This is an optimization exercise on Yosys and OpenROAD, whose aim is small area, a short achievable clock period and few clock cycles, not a production implementation. Only simulation tests tie the RTL to the original design; equivalence was not proved. Power is estimated from default activity; no workload was simulated.

[flow/flow/run.sh]
#!/bin/bash
# Layout flow: the standard flow (standard.sh) with two changes: the port
# buffers that global placement inserts on every input and output are
# sky130_fd_sc_hd__buf_2 instead of the cell the resizer picks by default, and
# timing repair aims at 6 ns of setup slack instead of config.mk's 5.
# The output of the whole run goes to standard.log in this folder; ORFS keeps
# each step's log under orfs/logs.
set -e
export BUFFER_PORTS_ARGS="-buffer_cell sky130_fd_sc_hd__buf_2"
sed 's/SETUP_SLACK_MARGIN=[0-9.]*/SETUP_SLACK_MARGIN=6/' standard.sh > standard_margin.sh
bash standard_margin.sh > standard.log 2>&1
[flow/standard.sh]
#!/bin/bash
# synth_recipe.tcl (not shown) runs the flow's synth.tcl, then flattens the netlist and writes it again
# the make line also repeats each setting of config.mk as NAME=value (left out here)
make -C /OpenROAD-flow-scripts/flow DESIGN_CONFIG=/design/flow/config.mk WORK_HOME=/design/flow/orfs CLKGATE_MAP_FILE= SYNTH_SCRIPT=/design/flow/synth_recipe.tcl "${@:-finish}"
[flow/config.mk]
export PLATFORM = sky130hd
export DESIGN_NAME = zmc_alu
export DESIGN_NICKNAME = zmc_alu
export VERILOG_FILES = /design/flow/design.v
export SDC_FILE = /design/flow/constraint.sdc
export NUM_CORES = 4
export LEC_CHECK = 0
export ABC_CLOCK_PERIOD_IN_PS = 8000
export CAP_MARGIN = 20
export CORE_MARGIN = 2
export CORE_UTILIZATION = 40
export SETUP_SLACK_MARGIN = 5
export SLEW_MARGIN = 20
[flow/constraint.sdc]
create_clock -name core_clock -period 16.0 [get_ports {clk}]
set_input_delay 3.2000 -clock core_clock [delete_from_list [all_inputs] [get_ports {clk}]]
set_output_delay 3.2000 -clock core_clock [all_outputs]
set_load 0.01 [all_outputs]
[flow/design.v]
`timescale 1ns/10ps
module pfx_add #(parameter N = 16, parameter L = 4) (
	input  [N-1:0] x,
	input  [N-1:0] y,
	input          cin,
	output [N-1:0] s,
	output [N-1:0] c,
	output         cout
);
	wire [N-1:0] g0 = x & y;
	wire [N-1:0] p0 = x ^ y;
	wire [N-1:0] G [0:L];
	wire [N-1:0] P [0:L];
	assign G[0] = {g0[N-1:1], g0[0] | (p0[0] & cin)};
	assign P[0] = p0;
	genvar l, i;
	generate
		for (l = 1; l <= L; l = l + 1) begin : lv
			for (i = 0; i < N; i = i + 1) begin : bt
				if ((i >> (l - 1)) & 1) begin : op
					localparam integer J = ((i >> (l - 1)) << (l - 1)) - 1;
					assign G[l][i] = G[l-1][i] | (P[l-1][i] & G[l-1][J]);
					assign P[l][i] = P[l-1][i] & P[l-1][J];
				end else begin : pass
					assign G[l][i] = G[l-1][i];
					assign P[l][i] = P[l-1][i];
				end
			end
		end
	endgenerate
	assign c = {G[L][N-2:0], cin};
	assign s = p0 ^ c;
	assign cout = G[L][N-1];
endmodule
`timescale 1ns/10ps
module mul_step (
	input  [16:0] h,      
	input  [16:0] A,      
	input  [7:0]  C,      
	input         neg,    
	output [24:0] t
);
	wire w1, w2, w3, w4, w5, w6, w7, w8, w9, w10, w11, w12, w13, w14, w15, w16, w17, w18, w19, w20, w21, w22, w23, w24, w25, w26, w27, w28, w29, w30, w31, w32, w33, w34, w35, w36, w37, w38, w39, w40, w41, w42, w43, w44, w45, w46, w47, w48, w49, w50, w51, w52, w53, w54, w55, w56, w57, w58, w59, w60, w61, w62, w63, w64, w65, w66, w67, w68, w69, w70, w71, w72, w73, w74, w75, w76, w77, w78, w79, w80, w81, w82, w83, w84, w85, w86, w87, w88, w89, w90, w91, w92, w93, w94, w95, w96, w97, w98, w99, w100, w101, w102, w103, w104, w105, w106, w107, w108, w109, w110, w111, w112, w113, w114, w115, w116, w117, w118, w119, w120, w121, w122, w123, w124, w125, w126, w127, w128, w129, w130, w131, w132, w133, w134, w135, w136, w137, w138, w139, w140, w141, w142, w143, w144, w145, w146, w147, w148, w149, w150, w151, w152, w153, w154, w155, w156, w157, w158, w159, w160, w161, w162, w163, w164, w165, w166, w167, w168, w169, w170, w171, w172, w173, w174, w175, w176, w177, w178, w179, w180, w181, w182, w183, w184, w185, w186, w187, w188, w189, w190, w191, w192, w193, w194, w195, w196, w197, w198, w199, w200, w201, w202, w203, w204, w205, w206, w207, w208, w209, w210, w211, w212, w213, w214, w215, w216, w217, w218, w219, w220, w221, w222, w223, w224;
	assign w1 = h[1] ^ (C[0] & A[1]) ^ (C[1] & A[0]);
	assign w2 = (h[1] & (C[0] & A[1])) | (h[1] & (C[1] & A[0])) | ((C[0] & A[1]) & (C[1] & A[0]));
	assign w3 = h[2] ^ (C[0] & A[2]) ^ (C[1] & A[1]);
	assign w4 = (h[2] & (C[0] & A[2])) | (h[2] & (C[1] & A[1])) | ((C[0] & A[2]) & (C[1] & A[1]));
	assign w5 = (C[2] & A[0]) ^ w2 ^ w3;
	assign w6 = ((C[2] & A[0]) & w2) | ((C[2] & A[0]) & w3) | (w2 & w3);
	assign w7 = h[3] ^ (C[0] & A[3]) ^ (C[1] & A[2]);
	assign w8 = (h[3] & (C[0] & A[3])) | (h[3] & (C[1] & A[2])) | ((C[0] & A[3]) & (C[1] & A[2]));
	assign w9 = (C[2] & A[1]) ^ (C[3] & A[0]) ^ w4;
	assign w10 = ((C[2] & A[1]) & (C[3] & A[0])) | ((C[2] & A[1]) & w4) | ((C[3] & A[0]) & w4);
	assign w11 = w7 ^ w6 ^ w9;
	assign w12 = (w7 & w6) | (w7 & w9) | (w6 & w9);
	assign w13 = h[4] ^ (C[0] & A[4]) ^ (C[1] & A[3]);
	assign w14 = (h[4] & (C[0] & A[4])) | (h[4] & (C[1] & A[3])) | ((C[0] & A[4]) & (C[1] & A[3]));
	assign w15 = (C[2] & A[2]) ^ (C[3] & A[1]) ^ (C[4] & A[0]);
	assign w16 = ((C[2] & A[2]) & (C[3] & A[1])) | ((C[2] & A[2]) & (C[4] & A[0])) | ((C[3] & A[1]) & (C[4] & A[0]));
	assign w17 = w8 ^ w13 ^ w15;
	assign w18 = (w8 & w13) | (w8 & w15) | (w13 & w15);
	assign w19 = w10 ^ w17 ^ w12;
	assign w20 = (w10 & w17) | (w10 & w12) | (w17 & w12);
	assign w21 = h[5] ^ (C[0] & A[5]) ^ (C[1] & A[4]);
	assign w22 = (h[5] & (C[0] & A[5])) | (h[5] & (C[1] & A[4])) | ((C[0] & A[5]) & (C[1] & A[4]));
	assign w23 = (C[2] & A[3]) ^ (C[3] & A[2]) ^ (C[4] & A[1]);
	assign w24 = ((C[2] & A[3]) & (C[3] & A[2])) | ((C[2] & A[3]) & (C[4] & A[1])) | ((C[3] & A[2]) & (C[4] & A[1]));
	assign w25 = (C[5] & A[0]) ^ w14 ^ w16;
	assign w26 = ((C[5] & A[0]) & w14) | ((C[5] & A[0]) & w16) | (w14 & w16);
	assign w27 = w21 ^ w23 ^ w18;
	assign w28 = (w21 & w23) | (w21 & w18) | (w23 & w18);
	assign w29 = w25 ^ w27 ^ w20;
	assign w30 = (w25 & w27) | (w25 & w20) | (w27 & w20);
	assign w31 = h[6] ^ (C[0] & A[6]) ^ (C[1] & A[5]);
	assign w32 = (h[6] & (C[0] & A[6])) | (h[6] & (C[1] & A[5])) | ((C[0] & A[6]) & (C[1] & A[5]));
	assign w33 = (C[2] & A[4]) ^ (C[3] & A[3]) ^ (C[4] & A[2]);
	assign w34 = ((C[2] & A[4]) & (C[3] & A[3])) | ((C[2] & A[4]) & (C[4] & A[2])) | ((C[3] & A[3]) & (C[4] & A[2]));
	assign w35 = (C[5] & A[1]) ^ (C[6] & A[0]) ^ w22;
	assign w36 = ((C[5] & A[1]) & (C[6] & A[0])) | ((C[5] & A[1]) & w22) | ((C[6] & A[0]) & w22);
	assign w37 = w24 ^ w31 ^ w33;
	assign w38 = (w24 & w31) | (w24 & w33) | (w31 & w33);
	assign w39 = w26 ^ w35 ^ w37;
	assign w40 = (w26 & w35) | (w26 & w37) | (w35 & w37);
	assign w41 = w28 ^ w39 ^ w30;
	assign w42 = (w28 & w39) | (w28 & w30) | (w39 & w30);
	assign w43 = h[7] ^ (C[0] & A[7]) ^ (C[1] & A[6]);
	assign w44 = (h[7] & (C[0] & A[7])) | (h[7] & (C[1] & A[6])) | ((C[0] & A[7]) & (C[1] & A[6]));
	assign w45 = (C[2] & A[5]) ^ (C[3] & A[4]) ^ (C[4] & A[3]);
	assign w46 = ((C[2] & A[5]) & (C[3] & A[4])) | ((C[2] & A[5]) & (C[4] & A[3])) | ((C[3] & A[4]) & (C[4] & A[3]));
	assign w47 = (C[5] & A[2]) ^ (C[6] & A[1]) ^ (C[7] & (A[0] ^ neg));
	assign w48 = ((C[5] & A[2]) & (C[6] & A[1])) | ((C[5] & A[2]) & (C[7] & (A[0] ^ neg))) | ((C[6] & A[1]) & (C[7] & (A[0] ^ neg)));
	assign w49 = (C[7] & neg) ^ w32 ^ w34;
	assign w50 = ((C[7] & neg) & w32) | ((C[7] & neg) & w34) | (w32 & w34);
	assign w51 = w43 ^ w45 ^ w47;
	assign w52 = (w43 & w45) | (w43 & w47) | (w45 & w47);
	assign w53 = w36 ^ w38 ^ w49;
	assign w54 = (w36 & w38) | (w36 & w49) | (w38 & w49);
	assign w55 = w51 ^ w40 ^ w53;
	assign w56 = (w51 & w40) | (w51 & w53) | (w40 & w53);
	assign w57 = h[8] ^ (C[0] & A[8]) ^ (C[1] & A[7]);
	assign w58 = (h[8] & (C[0] & A[8])) | (h[8] & (C[1] & A[7])) | ((C[0] & A[8]) & (C[1] & A[7]));
	assign w59 = (C[2] & A[6]) ^ (C[3] & A[5]) ^ (C[4] & A[4]);
	assign w60 = ((C[2] & A[6]) & (C[3] & A[5])) | ((C[2] & A[6]) & (C[4] & A[4])) | ((C[3] & A[5]) & (C[4] & A[4]));
	assign w61 = (C[5] & A[3]) ^ (C[6] & A[2]) ^ (C[7] & (A[1] ^ neg));
	assign w62 = ((C[5] & A[3]) & (C[6] & A[2])) | ((C[5] & A[3]) & (C[7] & (A[1] ^ neg))) | ((C[6] & A[2]) & (C[7] & (A[1] ^ neg)));
	assign w63 = w44 ^ w46 ^ w48;
	assign w64 = (w44 & w46) | (w44 & w48) | (w46 & w48);
	assign w65 = w57 ^ w59 ^ w61;
	assign w66 = (w57 & w59) | (w57 & w61) | (w59 & w61);
	assign w67 = w50 ^ w52 ^ w63;
	assign w68 = (w50 & w52) | (w50 & w63) | (w52 & w63);
	assign w69 = w65 ^ w54 ^ w67;
	assign w70 = (w65 & w54) | (w65 & w67) | (w54 & w67);
	assign w71 = h[9] ^ (C[0] & A[9]) ^ (C[1] & A[8]);
	assign w72 = (h[9] & (C[0] & A[9])) | (h[9] & (C[1] & A[8])) | ((C[0] & A[9]) & (C[1] & A[8]));
	assign w73 = (C[2] & A[7]) ^ (C[3] & A[6]) ^ (C[4] & A[5]);
	assign w74 = ((C[2] & A[7]) & (C[3] & A[6])) | ((C[2] & A[7]) & (C[4] & A[5])) | ((C[3] & A[6]) & (C[4] & A[5]));
	assign w75 = (C[5] & A[4]) ^ (C[6] & A[3]) ^ (C[7] & (A[2] ^ neg));
	assign w76 = ((C[5] & A[4]) & (C[6] & A[3])) | ((C[5] & A[4]) & (C[7] & (A[2] ^ neg))) | ((C[6] & A[3]) & (C[7] & (A[2] ^ neg)));
	assign w77 = w58 ^ w60 ^ w62;
	assign w78 = (w58 & w60) | (w58 & w62) | (w60 & w62);
	assign w79 = w71 ^ w73 ^ w75;
	assign w80 = (w71 & w73) | (w71 & w75) | (w73 & w75);
	assign w81 = w64 ^ w66 ^ w77;
	assign w82 = (w64 & w66) | (w64 & w77) | (w66 & w77);
	assign w83 = w79 ^ w68 ^ w81;
	assign w84 = (w79 & w68) | (w79 & w81) | (w68 & w81);
	assign w85 = h[10] ^ (C[0] & A[10]) ^ (C[1] & A[9]);
	assign w86 = (h[10] & (C[0] & A[10])) | (h[10] & (C[1] & A[9])) | ((C[0] & A[10]) & (C[1] & A[9]));
	assign w87 = (C[2] & A[8]) ^ (C[3] & A[7]) ^ (C[4] & A[6]);
	assign w88 = ((C[2] & A[8]) & (C[3] & A[7])) | ((C[2] & A[8]) & (C[4] & A[6])) | ((C[3] & A[7]) & (C[4] & A[6]));
	assign w89 = (C[5] & A[5]) ^ (C[6] & A[4]) ^ (C[7] & (A[3] ^ neg));
	assign w90 = ((C[5] & A[5]) & (C[6] & A[4])) | ((C[5] & A[5]) & (C[7] & (A[3] ^ neg))) | ((C[6] & A[4]) & (C[7] & (A[3] ^ neg)));
	assign w91 = w72 ^ w74 ^ w76;
	assign w92 = (w72 & w74) | (w72 & w76) | (w74 & w76);
	assign w93 = w85 ^ w87 ^ w89;
	assign w94 = (w85 & w87) | (w85 & w89) | (w87 & w89);
	assign w95 = w78 ^ w80 ^ w91;
	assign w96 = (w78 & w80) | (w78 & w91) | (w80 & w91);
	assign w97 = w93 ^ w82 ^ w95;
	assign w98 = (w93 & w82) | (w93 & w95) | (w82 & w95);
	assign w99 = h[11] ^ (C[0] & A[11]) ^ (C[1] & A[10]);
	assign w100 = (h[11] & (C[0] & A[11])) | (h[11] & (C[1] & A[10])) | ((C[0] & A[11]) & (C[1] & A[10]));
	assign w101 = (C[2] & A[9]) ^ (C[3] & A[8]) ^ (C[4] & A[7]);
	assign w102 = ((C[2] & A[9]) & (C[3] & A[8])) | ((C[2] & A[9]) & (C[4] & A[7])) | ((C[3] & A[8]) & (C[4] & A[7]));
	assign w103 = (C[5] & A[6]) ^ (C[6] & A[5]) ^ (C[7] & (A[4] ^ neg));
	assign w104 = ((C[5] & A[6]) & (C[6] & A[5])) | ((C[5] & A[6]) & (C[7] & (A[4] ^ neg))) | ((C[6] & A[5]) & (C[7] & (A[4] ^ neg)));
	assign w105 = w86 ^ w88 ^ w90;
	assign w106 = (w86 & w88) | (w86 & w90) | (w88 & w90);
	assign w107 = w99 ^ w101 ^ w103;
	assign w108 = (w99 & w101) | (w99 & w103) | (w101 & w103);
	assign w109 = w92 ^ w94 ^ w105;
	assign w110 = (w92 & w94) | (w92 & w105) | (w94 & w105);
	assign w111 = w107 ^ w96 ^ w109;
	assign w112 = (w107 & w96) | (w107 & w109) | (w96 & w109);
	assign w113 = h[12] ^ (C[0] & A[12]) ^ (C[1] & A[11]);
	assign w114 = (h[12] & (C[0] & A[12])) | (h[12] & (C[1] & A[11])) | ((C[0] & A[12]) & (C[1] & A[11]));
	assign w115 = (C[2] & A[10]) ^ (C[3] & A[9]) ^ (C[4] & A[8]);
	assign w116 = ((C[2] & A[10]) & (C[3] & A[9])) | ((C[2] & A[10]) & (C[4] & A[8])) | ((C[3] & A[9]) & (C[4] & A[8]));
	assign w117 = (C[5] & A[7]) ^ (C[6] & A[6]) ^ (C[7] & (A[5] ^ neg));
	assign w118 = ((C[5] & A[7]) & (C[6] & A[6])) | ((C[5] & A[7]) & (C[7] & (A[5] ^ neg))) | ((C[6] & A[6]) & (C[7] & (A[5] ^ neg)));
	assign w119 = w100 ^ w102 ^ w104;
	assign w120 = (w100 & w102) | (w100 & w104) | (w102 & w104);
	assign w121 = w113 ^ w115 ^ w117;
	assign w122 = (w113 & w115) | (w113 & w117) | (w115 & w117);
	assign w123 = w106 ^ w108 ^ w119;
	assign w124 = (w106 & w108) | (w106 & w119) | (w108 & w119);
	assign w125 = w121 ^ w110 ^ w123;
	assign w126 = (w121 & w110) | (w121 & w123) | (w110 & w123);
	assign w127 = h[13] ^ (C[0] & A[13]) ^ (C[1] & A[12]);
	assign w128 = (h[13] & (C[0] & A[13])) | (h[13] & (C[1] & A[12])) | ((C[0] & A[13]) & (C[1] & A[12]));
	assign w129 = (C[2] & A[11]) ^ (C[3] & A[10]) ^ (C[4] & A[9]);
	assign w130 = ((C[2] & A[11]) & (C[3] & A[10])) | ((C[2] & A[11]) & (C[4] & A[9])) | ((C[3] & A[10]) & (C[4] & A[9]));
	assign w131 = (C[5] & A[8]) ^ (C[6] & A[7]) ^ (C[7] & (A[6] ^ neg));
	assign w132 = ((C[5] & A[8]) & (C[6] & A[7])) | ((C[5] & A[8]) & (C[7] & (A[6] ^ neg))) | ((C[6] & A[7]) & (C[7] & (A[6] ^ neg)));
	assign w133 = w114 ^ w116 ^ w118;
	assign w134 = (w114 & w116) | (w114 & w118) | (w116 & w118);
	assign w135 = w127 ^ w129 ^ w131;
	assign w136 = (w127 & w129) | (w127 & w131) | (w129 & w131);
	assign w137 = w120 ^ w122 ^ w133;
	assign w138 = (w120 & w122) | (w120 & w133) | (w122 & w133);
	assign w139 = w135 ^ w124 ^ w137;
	assign w140 = (w135 & w124) | (w135 & w137) | (w124 & w137);
	assign w141 = h[14] ^ (C[0] & A[14]) ^ (C[1] & A[13]);
	assign w142 = (h[14] & (C[0] & A[14])) | (h[14] & (C[1] & A[13])) | ((C[0] & A[14]) & (C[1] & A[13]));
	assign w143 = (C[2] & A[12]) ^ (C[3] & A[11]) ^ (C[4] & A[10]);
	assign w144 = ((C[2] & A[12]) & (C[3] & A[11])) | ((C[2] & A[12]) & (C[4] & A[10])) | ((C[3] & A[11]) & (C[4] & A[10]));
	assign w145 = (C[5] & A[9]) ^ (C[6] & A[8]) ^ (C[7] & (A[7] ^ neg));
	assign w146 = ((C[5] & A[9]) & (C[6] & A[8])) | ((C[5] & A[9]) & (C[7] & (A[7] ^ neg))) | ((C[6] & A[8]) & (C[7] & (A[7] ^ neg)));
	assign w147 = w128 ^ w130 ^ w132;
	assign w148 = (w128 & w130) | (w128 & w132) | (w130 & w132);
	assign w149 = w141 ^ w143 ^ w145;
	assign w150 = (w141 & w143) | (w141 & w145) | (w143 & w145);
	assign w151 = w134 ^ w136 ^ w147;
	assign w152 = (w134 & w136) | (w134 & w147) | (w136 & w147);
	assign w153 = w149 ^ w138 ^ w151;
	assign w154 = (w149 & w138) | (w149 & w151) | (w138 & w151);
	assign w155 = h[15] ^ (C[0] & A[15]) ^ (C[1] & A[14]);
	assign w156 = (h[15] & (C[0] & A[15])) | (h[15] & (C[1] & A[14])) | ((C[0] & A[15]) & (C[1] & A[14]));
	assign w157 = (C[2] & A[13]) ^ (C[3] & A[12]) ^ (C[4] & A[11]);
	assign w158 = ((C[2] & A[13]) & (C[3] & A[12])) | ((C[2] & A[13]) & (C[4] & A[11])) | ((C[3] & A[12]) & (C[4] & A[11]));
	assign w159 = (C[5] & A[10]) ^ (C[6] & A[9]) ^ (C[7] & (A[8] ^ neg));
	assign w160 = ((C[5] & A[10]) & (C[6] & A[9])) | ((C[5] & A[10]) & (C[7] & (A[8] ^ neg))) | ((C[6] & A[9]) & (C[7] & (A[8] ^ neg)));
	assign w161 = w142 ^ w144 ^ w146;
	assign w162 = (w142 & w144) | (w142 & w146) | (w144 & w146);
	assign w163 = w155 ^ w157 ^ w159;
	assign w164 = (w155 & w157) | (w155 & w159) | (w157 & w159);
	assign w165 = w148 ^ w150 ^ w161;
	assign w166 = (w148 & w150) | (w148 & w161) | (w150 & w161);
	assign w167 = w163 ^ w152 ^ w165;
	assign w168 = (w163 & w152) | (w163 & w165) | (w152 & w165);
	assign w169 = ~h[16] ^ ~(C[0] & A[16]) ^ (C[1] & A[15]);
	assign w170 = (~h[16] & ~(C[0] & A[16])) | (~h[16] & (C[1] & A[15])) | (~(C[0] & A[16]) & (C[1] & A[15]));
	assign w171 = (C[2] & A[14]) ^ (C[3] & A[13]) ^ (C[4] & A[12]);
	assign w172 = ((C[2] & A[14]) & (C[3] & A[13])) | ((C[2] & A[14]) & (C[4] & A[12])) | ((C[3] & A[13]) & (C[4] & A[12]));
	assign w173 = (C[5] & A[11]) ^ (C[6] & A[10]) ^ (C[7] & (A[9] ^ neg));
	assign w174 = ((C[5] & A[11]) & (C[6] & A[10])) | ((C[5] & A[11]) & (C[7] & (A[9] ^ neg))) | ((C[6] & A[10]) & (C[7] & (A[9] ^ neg)));
	assign w175 = w156 ^ w158 ^ w160;
	assign w176 = (w156 & w158) | (w156 & w160) | (w158 & w160);
	assign w177 = w169 ^ w171 ^ w173;
	assign w178 = (w169 & w171) | (w169 & w173) | (w171 & w173);
	assign w179 = w162 ^ w164 ^ w175;
	assign w180 = (w162 & w164) | (w162 & w175) | (w164 & w175);
	assign w181 = w177 ^ w166 ^ w179;
	assign w182 = (w177 & w166) | (w177 & w179) | (w166 & w179);
	assign w183 = ~(C[1] & A[16]) ^ (C[2] & A[15]) ^ (C[3] & A[14]);
	assign w184 = (~(C[1] & A[16]) & (C[2] & A[15])) | (~(C[1] & A[16]) & (C[3] & A[14])) | ((C[2] & A[15]) & (C[3] & A[14]));
	assign w185 = (C[4] & A[13]) ^ (C[5] & A[12]) ^ (C[6] & A[11]);
	assign w186 = ((C[4] & A[13]) & (C[5] & A[12])) | ((C[4] & A[13]) & (C[6] & A[11])) | ((C[5] & A[12]) & (C[6] & A[11]));
	assign w187 = (C[7] & (A[10] ^ neg)) ^ w170 ^ w172;
	assign w188 = ((C[7] & (A[10] ^ neg)) & w170) | ((C[7] & (A[10] ^ neg)) & w172) | (w170 & w172);
	assign w189 = w174 ^ w183 ^ w185;
	assign w190 = (w174 & w183) | (w174 & w185) | (w183 & w185);
	assign w191 = w176 ^ w178 ^ w187;
	assign w192 = (w176 & w178) | (w176 & w187) | (w178 & w187);
	assign w193 = w189 ^ w180 ^ w191;
	assign w194 = (w189 & w180) | (w189 & w191) | (w180 & w191);
	assign w195 = ~(C[2] & A[16]) ^ (C[3] & A[15]) ^ (C[4] & A[14]);
	assign w196 = (~(C[2] & A[16]) & (C[3] & A[15])) | (~(C[2] & A[16]) & (C[4] & A[14])) | ((C[3] & A[15]) & (C[4] & A[14]));
	assign w197 = (C[5] & A[13]) ^ (C[6] & A[12]) ^ (C[7] & (A[11] ^ neg));
	assign w198 = ((C[5] & A[13]) & (C[6] & A[12])) | ((C[5] & A[13]) & (C[7] & (A[11] ^ neg))) | ((C[6] & A[12]) & (C[7] & (A[11] ^ neg)));
	assign w199 = w184 ^ w186 ^ w195;
	assign w200 = (w184 & w186) | (w184 & w195) | (w186 & w195);
	assign w201 = w197 ^ w188 ^ w190;
	assign w202 = (w197 & w188) | (w197 & w190) | (w188 & w190);
	assign w203 = w199 ^ w192 ^ w201;
	assign w204 = (w199 & w192) | (w199 & w201) | (w192 & w201);
	assign w205 = ~(C[3] & A[16]) ^ (C[4] & A[15]) ^ (C[5] & A[14]);
	assign w206 = (~(C[3] & A[16]) & (C[4] & A[15])) | (~(C[3] & A[16]) & (C[5] & A[14])) | ((C[4] & A[15]) & (C[5] & A[14]));
	assign w207 = (C[6] & A[13]) ^ (C[7] & (A[12] ^ neg)) ^ w196;
	assign w208 = ((C[6] & A[13]) & (C[7] & (A[12] ^ neg))) | ((C[6] & A[13]) & w196) | ((C[7] & (A[12] ^ neg)) & w196);
	assign w209 = w198 ^ w205 ^ w200;
	assign w210 = (w198 & w205) | (w198 & w200) | (w205 & w200);
	assign w211 = w207 ^ w202 ^ w209;
	assign w212 = (w207 & w202) | (w207 & w209) | (w202 & w209);
	assign w213 = ~(C[4] & A[16]) ^ (C[5] & A[15]) ^ (C[6] & A[14]);
	assign w214 = (~(C[4] & A[16]) & (C[5] & A[15])) | (~(C[4] & A[16]) & (C[6] & A[14])) | ((C[5] & A[15]) & (C[6] & A[14]));
	assign w215 = (C[7] & (A[13] ^ neg)) ^ w206 ^ w213;
	assign w216 = ((C[7] & (A[13] ^ neg)) & w206) | ((C[7] & (A[13] ^ neg)) & w213) | (w206 & w213);
	assign w217 = w208 ^ w215 ^ w210;
	assign w218 = (w208 & w215) | (w208 & w210) | (w215 & w210);
	assign w219 = ~(C[5] & A[16]) ^ (C[6] & A[15]) ^ (C[7] & (A[14] ^ neg));
	assign w220 = (~(C[5] & A[16]) & (C[6] & A[15])) | (~(C[5] & A[16]) & (C[7] & (A[14] ^ neg))) | ((C[6] & A[15]) & (C[7] & (A[14] ^ neg)));
	assign w221 = w214 ^ w219 ^ w216;
	assign w222 = (w214 & w219) | (w214 & w216) | (w219 & w216);
	assign w223 = ~(C[6] & A[16]) ^ (C[7] & (A[15] ^ neg)) ^ w220;
	assign w224 = (~(C[6] & A[16]) & (C[7] & (A[15] ^ neg))) | (~(C[6] & A[16]) & w220) | ((C[7] & (A[15] ^ neg)) & w220);
	wire [24:0] xx = {1'b1, ~(C[7] & (A[16] ^ neg)), w223, w221, w212, w204, w194, w182, w168, w154, w140, w126, w112, w98, w84, w70, w56, w55, w41, w29, w19, w11, w5, w1, h[0]};
	wire [24:0] yy = {1'b0, w224, w222, w218, w217, w211, w203, w193, w181, w167, w153, w139, w125, w111, w97, w83, w69, w42, 1'b0, 1'b0, 1'b0, 1'b0, 1'b0, 1'b0, (C[0] & A[0])};
	wire [24:0] cc;
	wire co;
	pfx_add #(25, 5) add_i (.x(xx), .y(yy), .cin(1'b0), .s(t), .c(cc), .cout(co));
endmodule
`timescale 1ns/10ps
module zmc_alu (
	input  [15:0] a_in,
	input  [15:0] b_in,
	input  [7:0]  op_in,
	input         z_flag_in,
	input         s_flag_in,
	input         c_flag_in,
	input         ovr_flag_in,
	input         clk,
	input         a_reset_l,
	output reg [15:0] c_out,
	output reg    z_flag_out,
	output reg    s_flag_out,
	output reg    c_flag_out,
	output reg    ovr_flag_out,
	output        valid_out
);
	wire [15:0] a = a_in;
	wire [15:0] b = b_in;
	wire [3:0]  n = op_in[3:0];
	wire        cont = op_in[5];
	wire        zi = z_flag_in, si = s_flag_in, ci = c_flag_in, vi = ovr_flag_in;
	wire hi00    = (op_in[7:6] == 2'b00) & ~op_in[4];
	wire n_arith = (n == 4'h0) | (n == 4'h1) | (n == 4'h3) | (n == 4'h4) | (n == 4'h8) | (n == 4'hB);
	wire g_arith = hi00 & n_arith;
	wire g_logic = (op_in[7:4] == 4'h4);
	wire g_shift = (op_in[7:4] == 4'h8) & ~(op_in[2] & op_in[1]);
	wire is_mul  = hi00 & (n == 4'h2);
	wire is_div  = (op_in == 8'h0F);
	wire is_md   = is_mul | is_div;
	wire signd   = op_in[5];
	wire        x_a    = (n == 4'h8) | (n == 4'hB);
	wire        x_ones = (n == 4'h4);
	wire        x_d    = (n == 4'hF);
	wire        y_inv  = (n == 4'h3) | (n == 4'hB) | (n == 4'hF);
	wire        cin    = cont ? (ci & (n != 4'h0)) : ((n == 4'h1) | (n == 4'h3) | (n == 4'hB) | (n == 4'hF));
	wire        sel_a, sel_a1, sel_r;
	wire [15:0] dx;
	wire [15:0] x = ({16{sel_a}} & a) | ({16{sel_a1}} & {1'b0, a[15:1]}) |
	                ({16{sel_r}} & dx) | {16{x_ones}};
	wire [15:0] y = y_inv ? ~b : b;
	wire [15:0] sum, carry;
	wire        c16;
	pfx_add #(16) add_i (.x(x), .y(y), .cin(cin), .s(sum), .c(carry), .cout(c16));
	wire        c15 = carry[15];
	wire        sum_zero = ((x ^ y) == {x[14:0] | y[14:0], cin});
	wire        b_nz   = |b;
	wire        b_lnz  = |b[14:0];
	wire        neg_sub = ~cont & y_inv;       
	wire        negc    = cont & (n == 4'h3);  
	reg ar_c, ar_v;
	always @(*) begin
		if (negc) begin
			ar_c = b_nz | ci;
			ar_v = ~ci & b[15] & ~b_lnz;
		end else if (neg_sub) begin
			ar_c = c16 & b_nz;
			ar_v = (c16 & b_nz) ^ (c15 & b_lnz);
		end else begin
			ar_c = c16;
			ar_v = c16 ^ c15;
		end
	end
	wire mov   = (n == 4'h0);
	wire ar_z  = mov ? zi : (sum_zero & (~cont | zi));
	wire ar_s  = mov ? si : sum[15];
	wire ar_cf = mov ? ci : ar_c;
	wire ar_vf = mov ? vi : ar_v;
	reg [15:0] lg;
	integer i;
	always @(*) begin
		for (i = 0; i < 16; i = i + 1)
			lg[i] = op_in[{b[i], a[i]}];
		if (n == 4'hF) lg = 16'h0001;
	end
	reg        sh_fill, sh_c;
	reg [15:0] sh;
	always @(*) begin
		sh_c = ci;
		case (op_in[2:0])
			3'd0: sh_fill = 1'b0;
			3'd1: sh_fill = 1'b1;
			3'd2: sh_fill = op_in[3] ? b[0] : b[15];
			3'd4: sh_fill = op_in[3] ? b[15] : b[0];
			default: sh_fill = ci;
		endcase
		if (op_in[2:0] == 3'd5) sh_c = op_in[3] ? b[15] : b[0];
		sh = op_in[3] ? {b[14:0], sh_fill} : {sh_fill, b[15:1]};
	end
	reg         busy;  
	reg         vreg;  
	reg  [3:0]  pos;   
	reg  [16:0] ra;    
	reg  [14:0] rb;    
	wire        first = ~busy;
	wire [24:0] t;
	mul_step mul_i (
		.h(first ? 17'd0 : ra),
		.A({signd & a[15], a}),
		.C(first ? b[7:0] : b[15:8]),
		.neg(signd & ~first),
		.t(t)
	);
	reg  [3:0]  nf;
	integer k;
	always @(*) begin
		nf = 4'd15;
		for (k = 0; k < 16; k = k + 1)
			if (b[k]) nf = 15 - k;
	end
	wire        nf_small = b[15] | b[14];
	wire [15:0] r_init = {1'b0, a[15:1]} >> nf;
	reg         abit;  
	wire [3:0]  pos_m1 = (busy ? pos : nf) - 4'd1;
	wire [3:0]  pos_next = (busy | nf_small) ? pos_m1 : nf;
	assign      dx = {ra[14:0], abit};
	assign      sel_r  = x_d & busy;
	assign      sel_a  = x_a | (x_d & ~busy & b[15]);
	assign      sel_a1 = x_d & ~busy & ~b[15];
	wire        q = (busy & ra[15]) | c16;
	wire [15:0] r_next = q ? sum : x;
	always @(posedge clk or negedge a_reset_l) begin
		if (!a_reset_l) begin
			busy <= 1'b0;
			vreg <= 1'b0;
		end else begin
			busy <= is_md & ~vreg;
			vreg <= ~vreg & ((busy & (is_mul | (is_div & (pos == 4'd0)))) | (~busy & is_div & b[15]));
		end
	end
	always @(posedge clk) begin
		pos  <= pos_next;
		abit <= a[pos_next];
		if (is_mul) begin
			ra <= t[24:8];
			rb <= {7'd0, t[7:0]};
		end else begin
			ra <= {1'b0, (busy | nf_small) ? r_next : r_init};
			rb <= busy ? {rb[13:0], q} : {14'd0, q & nf_small};
		end
	end
	assign valid_out = vreg;
	wire [15:0] md_out = vreg ? ra[15:0] :
	                     is_mul ? {t[7:0], rb[7:0]} : {busy ? rb[14:0] : 15'd0, q};
	wire a_z  = ~(|a);
	wire md_z = is_div ? (a_z & b_nz) : (a_z | ~b_nz);
	wire md_s = is_div ? si : (signd & (a[15] ^ b[15]));
	wire md_v = is_div ? ~b_nz : vi;
	always @(*) begin
		c_out = 16'd0; z_flag_out = 1'b0; s_flag_out = 1'b0; c_flag_out = 1'b0; ovr_flag_out = 1'b0;
		if (g_arith) begin
			c_out = sum; z_flag_out = ar_z; s_flag_out = ar_s; c_flag_out = ar_cf; ovr_flag_out = ar_vf;
		end else if (g_logic) begin
			c_out = lg; z_flag_out = (lg == 16'd0); s_flag_out = lg[15]; c_flag_out = ci; ovr_flag_out = vi;
		end else if (g_shift) begin
			c_out = sh; z_flag_out = (sh == 16'd0); s_flag_out = sh[15]; c_flag_out = sh_c; ovr_flag_out = vi;
		end else if (is_md) begin
			c_out = md_out; z_flag_out = md_z; s_flag_out = md_s; c_flag_out = ci; ovr_flag_out = md_v;
		end
	end
endmodule
==> reports/qor.yml, run 1 <==
setup_violations: 0
cts_buffers: 5
hp-start: "rb[8]"
grt_max_degree: 45
routed_via_density: 6.07
drtAntennaViolNets: 0
synthMostInstantiatedCell: "nand2_1"
firstDrtPassIters: 8
cts.sinks: 39
ir_worst_vdd_uv: 44.4
drc_errors: 0
area_growth_pct: 14.8
place.port_buffers: 66
slowest_stage: "fa_1"
finalMaxSlewViolations: 0
min_period_over_period_pct: 65.0
fmax_ghz: 0.0962
hold_path.class: "reg -> reg"
r2r_cells: 17
io_pins: 67
power_density_nw_per_um2: 80.3
tns_ns: 0
max-slew-margin-rel_pct: 36.7
drive_above_1_share_pct: 17.7
arrival_ns: 7.20
coreArea_sq_um: 25200
antenna_found_initial: 0
yosysWarnings: 3
clock_path_buffers: 2
ys.flop_type: "dfxtp_1"
netlist_instances: 1288
synth_top_area_share_pct: 23.2
whs_path_depth: 1
cts_tree: "built"
power_leakage_nw: 5.21
skew_ns: 0.0150
clock_latency_ns: 0.31
start_kind: "input pin"
nNetsFinal: 1539
r2r-start: "busy"
rsz0062_at_grt: "yes"
num_vias: 10000
hold_violations: 0
startpoint: "a_in[1]"
outcome: "timing/DRC/antenna clean"
crit_chain: "buf_2 -> and2_4 -> fa_2 -> inv_2 -> fa_1 -> inv_2 -> fa_2 -> fa_2 -> inv_2 -> fa_2 -> nand2b_4 -> nor3_4 -> xnor2_4 -> a211oi_4 -> a21oi_2 -> nor2_1 -> o31a_1 -> buf_2"
start_util_pct: 40.7
syn_nets: 1505
grt_first_pass_wirelength_mm: 57.3
synthArstFlopShare_pct: 5.13
overflow: 0
synth_cell_type_count: 67
rows: 58
syn-cell-area_sq_um: 10300
end_kind: "output pin"
yosys-top-cells-count: "nand2_1 (161), inv_1 (123), fa_1 (119), clkbuf_1 (94), nor2_1 (70)"
clkTransAtPathRegs_ns: 0.06
first_global_vias: 9395
post-place-ws_ns: 4.75
cts_max_level: 2
cts-root-buf: "clkbuf_16"
ys_ff_latch: 39
maxCapViolations: 0
wl_per_cell_um: 23.1
synth_area_per_cell_sq_um: 7.96
critPathRequiredTime_ns: 12.80
drt_iter0_markers: 1161
place_hpwl_mm: 27.7
worst_pin_slew_ns: 0.945
crit_top_cell: "fa_2"
fp.dieH_um: 164
place_congestion: 0.982
routed_wirelength_mm: 38.2
die_x_um: 164
fin_crit_ns: 10.40
path_class: "in -> out"
path_max_fanout: 14
grt_use_total_pct: 28.4
holdBufCountCts: 0
ys_seq_area_share_pct: 7.71
synth_edf_count: 0
synth.area.top_cells: "fa_1 (23%), dfxtp_1 (7.2%), ha_1 (6.3%), nand2_1 (5.9%), mux2i_1 (5.2%)"
dieArea_sq_um: 26900
diodes: 0
max_stage_delay_ns: 0.52
setup_ws_ns: 5.60
yosys.area.top_type: "fa_1"
==> sequential cells by signal, indices dropped and copies added, names as in the netlist <==
name	cells
vreg	1
rb	15
pos	4
abit	1
ra	17
busy	1
==> kinds of logic (layout without fill, tap and decap cells) <==
kind of cell	count (synthesis)	in the layout	share of synthesized area [%]
AOI/OAI and AO/OA	263	263	17.2
xor gates and xnor gates	74	74	6.32
adders and majority gates	171	171	29.6
buffers and inverters	227	262	8.54
DFF	39	39	7.71
muxes	79	79	9.93
and+or+nand+nor	435	435	20.7
==> final timing paths <==
check / end / slack (ns)
max in group asynchronous: vreg / 13.22
max: c_out[15] / 5.60
min: rb[9] / 0.46
min in group asynchronous: busy / 2.67
min reg2reg: rb[9] / 0.46
max reg2reg: ra[8] / 10.01
==> layout make-up <==
type                            instances  area [sq um]
Clock buffer                            5           125
Clock inverter                          3          43.8
Fill cell                            2519         13400
Inverter                              124           469
Multi-Input combinational cell       1022          8910
Sequential cell                        39           792
Tap cell                              330           413
Timing Repair Buffer                  130          1020
==> worst max-delay path, delay by kind of cell <==
family	cells	cell delay (ns)
simple gates	4	0.76
buf+inv	5	0.64
compound gates	3	0.57
fa+ha+maj	5	1.84
xor+xnor	1	0.17
==> placed cells by master (no fill, tap or decap), drive strengths merged, types with 17 or more instances in the layout <==
| master | synthesis | routed |
|---|---|---|
| buf | 9 | 121 |
| nand2b | 18 | 18 |
| mux4 | 17 | 17 |
| nor2 | 70 | 70 |
| nand3 | 22 | 22 |
| nor2b | 49 | 49 |
| mux2i | 53 | 53 |
| fa | 119 | 119 |
| inv | 123 | 122 |
| nor3 | 20 | 20 |
| dfxtp | 37 | 37 |
| ha | 52 | 52 |
| xnor2 | 43 | 43 |
| xor2 | 31 | 31 |
| o21ai | 51 | 51 |
| nand2 | 161 | 161 |
| a21oi | 64 | 64 |
| and2 | 42 | 42 |
==> report_power, final <==
group          leakage, nW  switching (W)  internal [W]
clock               0.0838      0.0000462     0.0000737
combinational         4.80       0.000398      0.000307
sequential           0.330      0.0000132      0.000106
total                 5.21       0.000458      0.000487
==> what timing repair did <==
| item | in CTS | in global routing |
|---|---|---|
| setup endpoints to repair | 20 | 14 |
| hold endpoints to repair | 0 | 0 |
| cloned | 1 | 3 |
| pin swaps | 17 | 22 |
| setup buffers | 16 | 28 |
| gates resized for setup | 63 | 37 |
==> metrics by stage <==
step	utilization, %	std cells	total power [W]	cell area [sq um]	hold WS [ns]
floorplan	-	1288	0.000601	10400	0.429
global placement	42.8	1597	0.000766	10800	0.435
detailed placement	42.8	1597	0.000773	10800	0.440
CTS	45.0	1622	0.000921	11300	0.457
global route	46.7	1653	0.00102	11800	0.469
finish	46.7	1653	0.000945	11800	0.464
==> layer usage <==
metal	up-vias	GRT usage (%)	share of wire, %
met5	-	0	0
met2	557	44.5	45
met3	120	3.64	9.4
met1	4904	39.1	41
met4	0	13.0	5.4
li1	4451	-	-
Testbench counts, summed over its fixed seeds: cycles 5,871.
==> run 2, diff against run 1 <==
--- a/flow/design.v
+++ b/flow/design.v
@@ -303,11 +303,11 @@
 	wire is_div  = (op_in == 8'h0F);
 	wire is_md   = is_mul | is_div;
 	wire signd   = op_in[5];
-	wire        x_a    = (n == 4'h8) | (n == 4'hB);
-	wire        x_ones = (n == 4'h4);
-	wire        x_d    = (n == 4'hF);
-	wire        y_inv  = (n == 4'h3) | (n == 4'hB) | (n == 4'hF);
-	wire        cin    = cont ? (ci & (n != 4'h0)) : ((n == 4'h1) | (n == 4'h3) | (n == 4'hB) | (n == 4'hF));
+	wire        x_a    = op_in[3] & ~op_in[2];                
+	wire        x_ones = ~op_in[3] & op_in[2];                
+	wire        x_d    = op_in[3] & op_in[2];                 
+	wire        y_inv  = op_in[1] & op_in[0];                 
+	wire        cin    = cont ? (ci & (op_in[3] | op_in[2] | op_in[0])) : op_in[0];
 	wire        sel_a, sel_a1, sel_r;
 	wire [15:0] dx;
 	wire [15:0] x = ({16{sel_a}} & a) | ({16{sel_a1}} & {1'b0, a[15:1]}) |
--- a/flow/config.mk
+++ b/flow/config.mk
@@ -5,6 +5,7 @@
 export SDC_FILE = /design/flow/constraint.sdc
 export NUM_CORES = 4
 export LEC_CHECK = 0
+export ABC_AREA = 1
 export ABC_CLOCK_PERIOD_IN_PS = 8000
 export CAP_MARGIN = 20
 export CORE_MARGIN = 2
==> run 2 against run 1 <==
  * Global-route usage increased by 4.2 points
  * Die area decreased by 0.70%
  * Non-clock buffer count increased by 9
  * Clock skew decreased by 0.0067 ns
  * Sequential power increased by 18%
  * Sequential share of layout area decreased by 0.21 points
  * Critical endpoint unchanged
  * First-iteration DRC count increased by 23%
  * Hold slack got worse by 0.019 ns
  * Power increased by 12%
  * Clock-buffer cell count unchanged
==> reports/qor.yml, run 2 <==
outcome: "timing/DRC/antenna clean"
synth_top_area_share_pct: 23.4  # +0.17 points
area_growth_pct: 19.2
worst_pin_slew_ns: 0.930  # -0.0155 ns
drt_iter0_markers: 1433  # +23%
multi_input_area_sq_um: 8600  # -3.5%
wl_per_cell_um: 22.7  # -1.6%
tns_ns: 0  # unchanged
power_density_nw_per_um2: 87.1  # +8.5%
firstDrtPassIters: 7  # -1
r2r-start: "busy"
rrSetupSlack_ns: 9.24  # -0.77 ns
place_hpwl_mm: 33.4  # +21%
regMostFlops: "ra"
synth.area.top_cells: "fa_1 (23%), nand2_1 (12%), inv_1 (8.4%), dfxtp_1 (7.3%), nand3_1 (6.4%)"
place_congestion: 1.03  # +5.0%
grt_use_total_pct: 32.6  # +4.2 points
clkTransAtPathRegs_ns: 0.07  # about the same
path_max_fanout: 5  # -9
synth_edf_count: 0  # unchanged
netSwitchingPower_w: 0.000576  # +26%
fp.dieH_um: 164  # -0.35%
cts_tree: "built"
drive_above_1_share_pct: 19.2  # +1.5 points
dieArea_sq_um: 26700  # -0.70%
seq_area_sq_um: 791  # -0.16%
cts_buffers: 5  # unchanged
cts-root-buf: "clkbuf_16"
min_period_over_period_pct: 63.6  # -1.4 points
finalMaxSlewViolations: 0  # unchanged
maxCapViolations: 0  # unchanged
place.port_buffers: 66  # unchanged
grt_max_degree: 51  # +13%
fillers: 2594  # +3.0%
setup_violations: 0  # unchanged
hp-start: "rb[11]"
die_x_um: 164  # -0.35%
final_cell_mix: "nand2_1 (308), inv_1 (203), nand3_1 (128)"
cts_max_level: 2  # unchanged
num_vias: 11600  # +15%
start_kind: "input pin"
fin_crit_ns: 10.17  # -0.227 ns
io_pins: 67  # unchanged
routed_wirelength_mm: 44.3  # +16%
arrival_ns: 6.97  # -0.23 ns
start_util_pct: 40.5  # -0.18 points
swShare_pct: 54.5  # +6.0 points
netlist_instances: 1542  # +20%
syn-cell-area_sq_um: 10200  # -0.72%
r2r_cells: 27  # +10
syn_nets: 1759  # +17%
p_int_w: 0.000481  # -1.3%
holdWs_ns: 0.444  # -0.0193 ns
path_class: "in -> out"
cts.sinks: 39  # unchanged
yosys-top-cells-count: "nand2_1 (328), inv_1 (229), nor2_1 (132), nand3_1 (131), fa_1 (119)"
ys.flop_type: "dfxtp_1"
end_kind: "output pin"
routed_via_density: 5.94  # -2.2%
yosys.area.top_type: "fa_1"
hold_path.class: "reg -> reg"
mostFrequentLayoutCell: "nand2_1"
max-slew-margin-rel_pct: 38.0  # +1.3 points
grt_first_pass_wirelength_mm: 65.2  # +14%
pwr-share-clk_pct: 11.2  # -1.5 points
reg_top3: "ra x17, rb x15, pos x4"
drtAntennaViolNets: 0  # unchanged
ys_ff_latch: 39  # unchanged
pwr-share-comb_pct: 75.4  # +0.7 points
overflow: 0  # unchanged
power_leakage_nw: 5.72  # +9.7%
drc_errors: 0  # unchanged
rsz0062_at_grt: "yes"
synth_cell_type_count: 55  # -18%
antenna_found_initial: 0  # unchanged
synthMostInstantiatedCell: "nand2_1"
rows: 58  # unchanged
clock_latency_ns: 0.29  # -0.02 ns
p_seq_share_pct: 13.3  # +0.7 points
nNetsFinal: 1834  # +19%
synth_area_per_cell_sq_um: 6.60  # -17%
clock_path_buffers: 2  # unchanged
hold_violations: 0  # unchanged
yosysWarnings: 3  # unchanged
skew_ns: 0.00828  # -0.00672 ns
diodes: 0  # unchanged
critPathRequiredTime_ns: 12.80  # about the same
largest_register_ffs: 17  # unchanged
whs_path_depth: 2  # +1
coreArea_sq_um: 25100  # -0.29%
first_global_vias: 10700  # +14%
ys_seq_area_share_pct: 7.77  # +0.056 points
startpoint: "b_in[9]"
synthArstFlopShare_pct: 5.13  # unchanged
fmax_ghz: 0.0983  # +2.2%
ir_worst_vdd_uv: 63.0  # +42%
holdBufCountCts: 0  # unchanged
## run 2: cell types whose count changed after synthesis, moves of 16 or more
cell      change
xnor2_1      -34
nor2_1       +62
clkbuf_1     -47
nand2_1     +167
mux2i_1      -53
inv_1       +106
and2_1       -37
o211ai_1     +22
o21ai_0      +57
nor2b_1      -49
nand3_1     +109
nand2b_1     -18
mux4_2       -16
## run 2: per-layer routing
metal	track usage, %	vias to the layer above	part of all wire [%]	routed length [um]
li1	-	5167	-	-
met5	0	-	0	0
met4	10.6	0	4.8	2150
met2	51.0	769	44	19300
met3	6.09	153	11	4930
met1	45.4	5476	40	17900
## run 2: through the flow
step / cell area [sq um] / utilization, % / setup slack (ns) / std cells / total power [W]
3_5_place_dp: 10600 / 42.4 / 4.79 / 1871 / 0.000857
4_1_cts: 11400 / 45.6 / 5.87 / 1915 / 0.00100
6_report: 12100 / 48.3 / 5.83 / 1948 / 0.00106
3_3_place_gp: 10600 / 42.4 / 4.94 / 1871 / 0.000853
5_1_grt: 12100 / 48.3 / 5.77 / 1948 / 0.00114
2_1_floorplan: 10200 / - / 6.04 / 1542 / 0.000630
## run 2: worst paths after layout
path	end
hold reg to reg	rb[12]
min in group asynchronous	busy
setup reg to reg	ra[9]
setup / recovery	c_out[15]
hold / removal	rb[12]
max in group asynchronous	vreg
## run 2: power by group through the flow
stage	clock, W	sequential (W)	combinational (W)
2_1_floorplan	0	0.000121	0.000509
3_3_place_gp	0	0.000138	0.000715
3_5_place_dp	0	0.000137	0.000720
4_1_cts	0.000118	0.000136	0.000747
5_1_grt	0.000123	0.000139	0.000876
6_report	0.000119	0.000141	0.000797
## run 2: final cells by class
cell class	count	share of cell area [%]
well taps	330	3.40
repair buffers	139	8.83
inverters	253	8.77
flip-flops and latches	39	6.52
clock buffers	5	1.03
multi-input cells	1176	70.9
repair inverters	3	0.165
clock inverters	3	0.361
## run 2: logic make-up after synthesis
kind of cell,count (synthesis),share of synthesized area (%)
and+or+nand+nor,653,27.8
xor gates and xnor gates,40,3.44
AOI/OAI and AO/OA,312,18.6
buffers and inverters,327,12.6
DFF,39,7.77
adders and majority gates,171,29.8
## run 2: what timing repair did
| item | CTS | global route |
|---|---|---|
| endpoints found under the setup margin | 17 | 13 |
| resized for setup | 110 | 106 |
| setup buffers | 33 | 30 |
| cloned | 3 | 3 |
| pin swaps | 16 | 31 |
## run 2: worst max-delay path, cell delays in order
cell and delay [ns]:
buf_6 0.12, inv_4 0.06, nand2_2 0.05, nand2_4 0.13, nor2_2 0.05, fa_1 0.46
fa_2 0.38, fa_2 0.37, fa_2 0.34, inv_2 0.06, fa_2 0.20, fa_2 0.45
nor2_2 0.15, nand2_2 0.11, a21oi_2 0.19, o21ai_4 0.09, a31oi_4 0.22, a211oi_2 0.10
nand2_1 0.09, buf_2 0.12
Testbench counts of run 2, summed over its fixed seeds: cycles 5,871.
==> run 3, diff against run 2 <==
==> flow/flow/run.sh (replaced) <==
#!/bin/bash
# Layout flow: the standard flow (standard.sh) with two changes: the port
# buffers that global placement inserts on every input and output are
# sky130_fd_sc_hd__buf_2 instead of the cell the resizer picks by default, and
# timing repair aims at 5.5 ns of setup slack instead of config.mk's 5.
# The output of the whole run goes to standard.log in this folder; ORFS keeps
# each step's log under orfs/logs.
set -e
export BUFFER_PORTS_ARGS="-buffer_cell sky130_fd_sc_hd__buf_2"
sed 's/SETUP_SLACK_MARGIN=[0-9.]*/SETUP_SLACK_MARGIN=5.5/' standard.sh > standard_margin.sh
bash standard_margin.sh > standard.log 2>&1
--- a/flow/config.mk
+++ b/flow/config.mk
@@ -5,7 +5,6 @@
 export SDC_FILE = /design/flow/constraint.sdc
 export NUM_CORES = 4
 export LEC_CHECK = 0
-export ABC_AREA = 1
 export ABC_CLOCK_PERIOD_IN_PS = 8000
 export CAP_MARGIN = 20
 export CORE_MARGIN = 2
==> run 3 against run 2 <==
  * Still clean on timing, DRC and antenna
  * Clock power about the same
  * Area after synthesis up 3.2%
  * Via count down 11%
  * Clock-buffer cell count unchanged
  * Sequential power is 13% lower
  * Non-clock buffer count down 45
  * Power down 5.9%
  * Utilization shrank 4.7 points
  * Wire length shrank 5.7%
  * Critical path type unchanged
==> reports/qor.yml, run 3 <==
cts_buffers: 5  # unchanged
finalMaxSlewViolations: 0  # unchanged
place_hpwl_mm: 31.6  # -5.4%
yosysWarnings: 3  # unchanged
ys.flop_type: "dfxtp_1"
drt_iter0_markers: 1249  # -13%
clock_path_buffers: 2  # unchanged
maxCapViolations: 0  # unchanged
synth_top_area_share_pct: 22.7  # -0.72 points
io_pins: 67  # unchanged
arrival_ns: 7.32  # +0.35 ns
outcome: "timing/DRC/antenna clean"
routed_via_density: 6.14  # +3.4%
skew_ns: 0.00801  # -0.000269 ns
worst_pin_slew_ns: 0.911  # -0.0189 ns
fin_crit_ns: 10.52  # +0.345 ns
synth_edf_count: 0  # unchanged
path_class: "in -> out"
power_leakage_nw: 5.05  # -12%
fmax_ghz: 0.0951  # -3.3%
synth.area.top_cells: "fa_1 (23%), dfxtp_1 (7.1%), ha_1 (6.2%), nand2_1 (5.7%), inv_1 (5.1%)"
hold_path.class: "reg -> reg"
holdBufCountCts: 0  # unchanged
post-route-util_pct: 43.6  # -4.7 points
nNetsFinal: 1552  # -15%
num_vias: 10300  # -11%
first_global_vias: 10100  # -5.9%
power_density_nw_per_um2: 88.0  # +1.0%
final_cell_mix: "nand2_1 (159), inv_1 (140), fa_1 (113)"
drtAntennaViolNets: 0  # unchanged
diodes: 0  # unchanged
clock_latency_ns: 0.29  # about the same
place_congestion: 1.04  # +0.41%
path_max_fanout: 9  # +4
grt_max_degree: 55  # +7.8%
antenna_found_initial: 0  # unchanged
ys_seq_area_share_pct: 7.53  # -0.24 points
place.port_buffers: 66  # unchanged
clkTransAtPathRegs_ns: 0.07  # about the same
coreArea_sq_um: 25900  # +3.2%
critPathRequiredTime_ns: 12.80  # about the same
tns_ns: 0  # unchanged
fp.dieH_um: 166  # +1.5%
routed_wirelength_mm: 41.8  # -5.7%
hold_violations: 0  # unchanged
syn-cell-area_sq_um: 10500  # +3.2%
grt_use_total_pct: 29.8  # -2.8 points
max-slew-margin-rel_pct: 39.1  # +1.1 points
drive_above_1_share_pct: 13.1  # -6.1 points
synthMostInstantiatedCell: "nand2_1"
end_kind: "output pin"
area_growth_pct: 7.59
synth_cell_type_count: 87  # +58%
yosys.area.top_type: "fa_1"
ir_worst_vdd_uv: 105  # +67%
cts.sinks: 39  # unchanged
synth_area_per_cell_sq_um: 7.88  # +19%
reg_top3: "ra x17, rb x15, pos x4"
ys_ff_latch: 39  # unchanged
start_util_pct: 40.5  # about the same
regMostFlops: "ra"
cts_max_level: 2  # unchanged
netlist_instances: 1332  # -14%
yosys-top-cells-count: "nand2_1 (159), inv_1 (142), fa_1 (119), nor2_1 (93), a21oi_1 (71)"
mostFrequentLayoutCell: "nand2_1"
min_period_over_period_pct: 65.7  # +2.2 points
rows: 59  # +1.7%
rsz0062_at_grt: "yes"
wl_per_cell_um: 25.0  # +10%
syn_nets: 1549  # -12%
die_x_um: 166  # +1.5%
largest_register_ffs: 17  # unchanged
setup_violations: 0  # unchanged
synthArstFlopShare_pct: 5.13  # unchanged
dieArea_sq_um: 27600  # +3.1%
start_kind: "input pin"
cts-root-buf: "clkbuf_16"
cts_tree: "built"
firstDrtPassIters: 6  # -1
overflow: 0  # unchanged
drc_errors: 0  # unchanged
grt_first_pass_wirelength_mm: 62.5  # -4.2%
## run 3: changes by cell type after synthesis, sizes merged, moves of 33 or more
cell   before  now
nand2     341  160
nand3     137   35
inv       238  143
o21ai     115   57
mux2i       0   45
nor2      135   94
and2        1   36
xnor2       9   42
## run 3: worst paths after layout
path	slack (ns)	endpoint	startpoint	cells after the start
min	0.46	rb[9]	rb[8]	1
max	5.48	c_out[15]	b_in[2]	18
max in group asynchronous	13.22	vreg	a_reset_l	1
min reg2reg	0.46	rb[9]	rb[8]	1
min in group asynchronous	2.69	busy	a_reset_l	1
max reg2reg	9.09	ra[14]	busy	20
## run 3: worst max-delay path, cell delays in order
cell and delay, ns:
clkbuf_4 0.20, mux2i_4 0.22, buf_6 0.19, nor2b_1 0.08, fa_1 0.51, fa_2 0.37, inv_2 0.06, fa_1 0.40
fa_2 0.38, fa_2 0.48, nor3_4 0.25, xnor2_2 0.10, a211oi_2 0.24, a21oi_2 0.06, nor2_2 0.22, nor3_2 0.07
a21oi_1 0.12, buf_2 0.14
## run 3: area by class of cell
type                       instances  area (sq um)
clock buffer                       5           125
clock inverter                     3          43.8
fill                            2721         14600
inverter                         145           546
multi-input combinational       1050          8760
sequential                        39           791
tap                              335           419
timing repair buffer              94           611
## run 3: metrics by stage
step	total power [W]	cells	cell area, sq um	worst slack [ns]	hold WS [ns]
final	0.000994	1671	11300	5.48	0.463
after CTS	0.000959	1663	11100	5.46	0.466
after detailed placement	0.000823	1651	10900	4.99	0.451
after global routing	0.00107	1671	11300	5.33	0.501
after global placement	0.000816	1650	10800	5.03	0.443
after floorplan	0.000618	1332	10500	5.53	0.429
## run 3: repair_timing
action	CTS	global route
pin swaps	5	18
gates resized for setup	19	38
gates cloned	0	1
setup endpoints to repair	10	11
buffers inserted	4	7
## run 3: logic make-up (layout without fill, tap and decap cells)
kind of cell    Yosys count  count (layout)  share of synthesized area (%)
compound gates          288             288                           18.3
xor+xnor                 68              68                           5.67
fa+ha+maj               171             171                           28.9
buf+inv                 243             247                           10.1
flops                    39              39                           7.53
mux                      71              71                           8.51
simple gates            452             452                           20.9
## run 3: power breakdown
part	internal (W)	switching [W]
Sequential	0.000111	0.0000118
Combinational	0.000301	0.000451
Clock	0.0000737	0.0000460
Total	0.000485	0.000509
## run 3: per-layer routing
layer	vias to the layer above	track usage, %	part of all wire, %
met2	627	45.7	44
met4	0	8.81	3.4
met1	5004	39.9	40
met5	-	0	0
li1	4531	-	-
met3	96	10.1	12
==> run 4, diff against run 3 <==
--- a/flow/config.mk
+++ b/flow/config.mk
@@ -5,6 +5,7 @@
 export SDC_FILE = /design/flow/constraint.sdc
 export NUM_CORES = 4
 export LEC_CHECK = 0
+export ABC_AREA = 1
 export ABC_CLOCK_PERIOD_IN_PS = 8000
 export CAP_MARGIN = 20
 export CORE_MARGIN = 2
==> run 4 against run 3 <==
  * Global-route usage grew 2.6 points
  * Non-clock buffer count grew 5
  * Clock-buffer cell count is the same
  * Critical path depth grew 2
  * Die area shrank 3.0%
  * Synthesized cell count grew 16%
  * Clock skew grew 0.0027 ns
  * Sequential share of layout area is essentially flat
  * Largest cell class unchanged
==> reports/qor.yml, run 4 <==
wl_per_cell_um: 22.6  # -9.5%
crit_chain: "buf_4 -> inv_1 -> buf_4 -> nand2_1 -> o21ai_0 -> buf_4 -> a21oi_1 -> o21ai_0 -> fa_1 -> inv_1 -> fa_1 -> fa_1 -> ha_1 -> inv_1 -> a21oi_2 -> o21ai_2 -> a31oi_4 -> a211oi_2 -> nand2_1 -> buf_2"
overflow: 0  # unchanged
hold_end: "rb[11]"
grt_use_total_pct: 32.4  # +2.6 points
mostFrequentLayoutCell: "nand2_1"
skew_ns: 0.0107  # +0.00272 ns
synth_cell_type_count: 55  # -37%
syn-cell-area_sq_um: 10200  # -3.1%
critPathTopFamily: "adder cells"
synth_area_per_cell_sq_um: 6.60  # -16%
area_growth_pct: 10.4
whs_path_depth: 2  # +1
post-place-ws_ns: 4.86  # -0.131 ns
firstDrtPassIters: 6  # unchanged
place_congestion: 0.968  # -6.5%
tns_ns: 0  # unchanged
reg_top3: "ra x17, rb x15, pos x4"
synth_edf_count: 0  # unchanged
worst_pin_slew_ns: 1.09  # +0.179 ns
grt.met1_usage_pct: 45.2  # +5.3 points
coreArea_sq_um: 25100  # -3.1%
r2r_end: "ra[9]"
maxCapViolations: 0  # unchanged
multi_input_area_sq_um: 8240  # -5.9%
antenna_found_initial: 0  # unchanged
power_density_nw_per_um2: 89.4  # +1.6%
clock_latency_ns: 0.31  # +0.02 ns
start_util_pct: 40.5  # about the same
top_usage_layer: "met2"
end_kind: "output pin"
seq_area_sq_um: 791  # unchanged
cts_buffers: 5  # unchanged
synthArstFlopShare_pct: 5.13  # unchanged
clock_path_buffers: 2  # unchanged
fin_crit_ns: 10.40  # -0.114 ns
die_x_um: 164  # -1.5%
drtAntennaViolNets: 0  # unchanged
synthMostInstantiatedCell: "nand2_1"
path_max_fanout: 22  # +13
largest_register_ffs: 17  # unchanged
setup_ws_ns: 5.60  # +0.114 ns
min_period_over_period_pct: 65.0  # -0.71 points
synth.area.top_cells: "fa_1 (23%), nand2_1 (12%), inv_1 (8.4%), dfxtp_1 (7.3%), nand3_1 (6.4%)"
cts_tree: "built"
yosysWarnings: 3  # unchanged
finalMaxSlewViolations: 0  # unchanged
ys_seq_area_share_pct: 7.77  # +0.24 points
first_global_vias: 10400  # +3.6%
cp.buffers_inverters: 7  # +3
grt_max_degree: 51  # -7.3%
routed_wirelength_mm: 43.1  # +3.3%
ys.flop_type: "dfxtp_1"
diodes: 0  # unchanged
rsz0062_at_grt: "no"
hp-start: "rb[10]"
place_hpwl_mm: 33.8  # +6.9%
outcome: "timing/DRC/antenna clean"
netlist_instances: 1542  # +16%
yosys.area.top_type: "fa_1"
power_leakage_nw: 5.41  # +7.1%
start_kind: "input pin"
hold_violations: 0  # unchanged
fillers: 2703  # -0.66%
num_vias: 11100  # +8.0%
grt.met2_usage_pct: 48.9  # +3.2 points
rows: 58  # -1.7%
ys_ff_latch: 39  # unchanged
drt_iter0_markers: 1415  # +13%
place.port_buffers: 66  # unchanged
drc_errors: 0  # unchanged
dpl.cell_count: 1874  # +14%
max-slew-margin-rel_pct: 26.6  # -12 points
grt_util_met3_pct: 7.36  # -2.7 points
final_cell_mix: "nand2_1 (325), inv_1 (213), nand3_1 (131)"
nNetsFinal: 1792  # +15%
rrSetupSlack_ns: 9.54  # +0.45 ns
setup_violations: 0  # unchanged
r2r-start: "busy"
layout.cells.non_filler: 1906  # +14%
max_stage_delay_ns: 0.50  # about the same
grt_first_pass_wirelength_mm: 64.7  # +3.5%
r2r_cells: 24  # +20%
cts-root-buf: "clkbuf_16"
slowest_stage: "fa_1"
arrival_ns: 7.20  # -0.12 ns
yosys-top-cells-count: "nand2_1 (328), inv_1 (229), nor2_1 (132), nand3_1 (131), fa_1 (119)"
fp.dieH_um: 164  # -1.5%
dieArea_sq_um: 26700  # -3.0%
hold_path.class: "reg -> reg"
cts_max_level: 2  # unchanged
synth_top_area_share_pct: 23.4  # +0.72 points
cts.sinks: 39  # unchanged
drive_above_1_share_pct: 12.4  # -0.73 points
path_class: "in -> out"
routed_via_density: 5.81  # -5.4%
io_pins: 67  # unchanged
syn_nets: 1759  # +14%
fmax_ghz: 0.0961  # +1.1%
ir_worst_vdd_uv: 57.3  # -46%
clkTransAtPathRegs_ns: 0.06  # about the same
regMostFlops: "ra"
critPathRequiredTime_ns: 12.80  # about the same
[run 4: changes by cell type after synthesis, moves of 35 or more]
cell / change
o21ai_0: +53
nand2_1: +169
nand3_1: +96
mux2i_1: -45
and2_1: -35
nor2_1: +39
inv_1: +87
[run 4: what timing repair did]
action / 4_1_cts / 5_1_grt
setup endpoints to repair: 12 / 10
pin swaps: 0 / 7
gates resized for setup: 16 / 48
gates cloned: 0 / 1
hold buffers: 0 / 0
buffers inserted: 2 / 21
[run 4: cells by family (layout without fill, tap and decap cells)]
group	after synthesis	count (layout)	share of synthesized area, %
AOI/OAI and AO/OA	312	312	18.6
xor gates and xnor gates	40	40	3.44
adders and majority gates	171	171	29.8
buffers and inverters	327	361	12.6
DFF	39	39	7.77
and+or+nand+nor	653	653	27.8
[run 4: where the power goes]
part | switching (W) | leakage, nW | internal [W] | total [W]
Clock | 0.0000493 | 0.0838 | 0.0000738 | 0.000123
Sequential | 0.0000278 | 0.334 | 0.000112 | 0.000139
Combinational | 0.000475 | 4.99 | 0.000267 | 0.000742
[run 4: layout make-up]
type                    count  area share [%]
flip-flops and latches     39            7.04
repair inverters            1          0.0445
clock buffers               5            1.11
inverters                 253            8.88
clock inverters             3           0.390
multi-input cells        1176            73.3
well taps                 330            3.67
repair buffers             99            5.52
[run 4: layer usage]
| layer | up-vias | wire length [um] |
|---|---|---|
| li1 | 5084 | - |
| met1 | 5287 | 17800 |
| met2 | 587 | 18700 |
| met3 | 116 | 4760 |
| met4 | 0 | 1840 |
| met5 | - | 0 |
[run 4: worst max path at each step]
stage             start         to  slack, ns  cells past startpoint
2_1_floorplan  b_in[15]  c_out[15]       5.78                     19
3_3_place_gp    b_in[2]  c_out[15]       4.97                     18
3_5_place_dp    b_in[2]  c_out[15]       4.86                     18
4_1_cts        b_in[11]  c_out[15]       5.30                     21
5_1_grt         a_in[6]  c_out[15]       5.44                     17
6_report       b_in[15]  c_out[15]       5.60                     20
[run 4: metrics by stage]
step	hold WS [ns]	util (%)	total power (W)	instance area, sq um
global route	0.464	44.8	0.00109	11200
global placement	0.421	42.5	0.000849	10700
detailed placement	0.431	42.5	0.000852	10700
finish	0.441	44.8	0.00100	11200
CTS	0.441	43.4	0.000978	10900
floorplan	0.405	-	0.000629	10200
[run 4: worst register-to-register path, stage by stage, from the launching register on]
cell and delay, ns:
dfrtp_1 0.33, buf_4 0.42, inv_1 0.50, nand2_1 0.17, nand2_1 0.18, clkinvlp_4 0.36
nand2_1 0.13, fa_1 0.55, inv_1 0.05, fa_1 0.38, fa_1 0.53, fa_1 0.41
ha_1 0.34, a21oi_1 0.20, o21ai_2 0.10, a21oi_1 0.19, nor2_1 0.09, nor2_2 0.21
nor2_1 0.06, nand2_1 0.11, a21oi_4 0.11, fa_1 0.40, xor2_1 0.32, nor2_1 0.10
a31oi_1 0.13

-- static timing again, ports no longer ideal --
No port has a modelled driver above. Below, the same layouts with a new extraction and two added sets of constraints.
Step 1 sets driving cells, clkbuf_16 on the clock port and buf_2 on the other inputs (assumed; they add their load-dependent delay and slew).
Step 2 moves the port delays by t, midway between the first and last clock arrival at a register: inputs arrive t later, outputs are due t later. That takes back most of the time a late clock gives input paths.
a / b / c = no drivers / after step 1 / after step 2; a / b = the first two.
| run | t (ns) | setup slack, ns | worst setup path after step 2 | worst register clock-pin slew, ns | cell pins on the clock port's net |
|---|---|---|---|---|---|
| run 1 | 0.349 | 5.603 / 5.561 / 5.561 | input to output | 0.07 / 0.07 | 1 |
| run 2 | 0.332 | 5.829 / 5.783 / 5.783 | input to output | 0.07 / 0.07 | 1 |
| run 3 | 0.334 | 5.484 / 5.440 / 5.440 | input to output | 0.07 / 0.07 | 1 |
| run 4 | 0.345 | 5.598 / 5.563 / 5.563 | input to output | 0.07 / 0.07 | 1 |
After both steps every run listed still meets setup and hold. For run 2, which loses most, drivers alone change the setup slack by -0.046 ns; drivers and shift together by -0.046 ns.
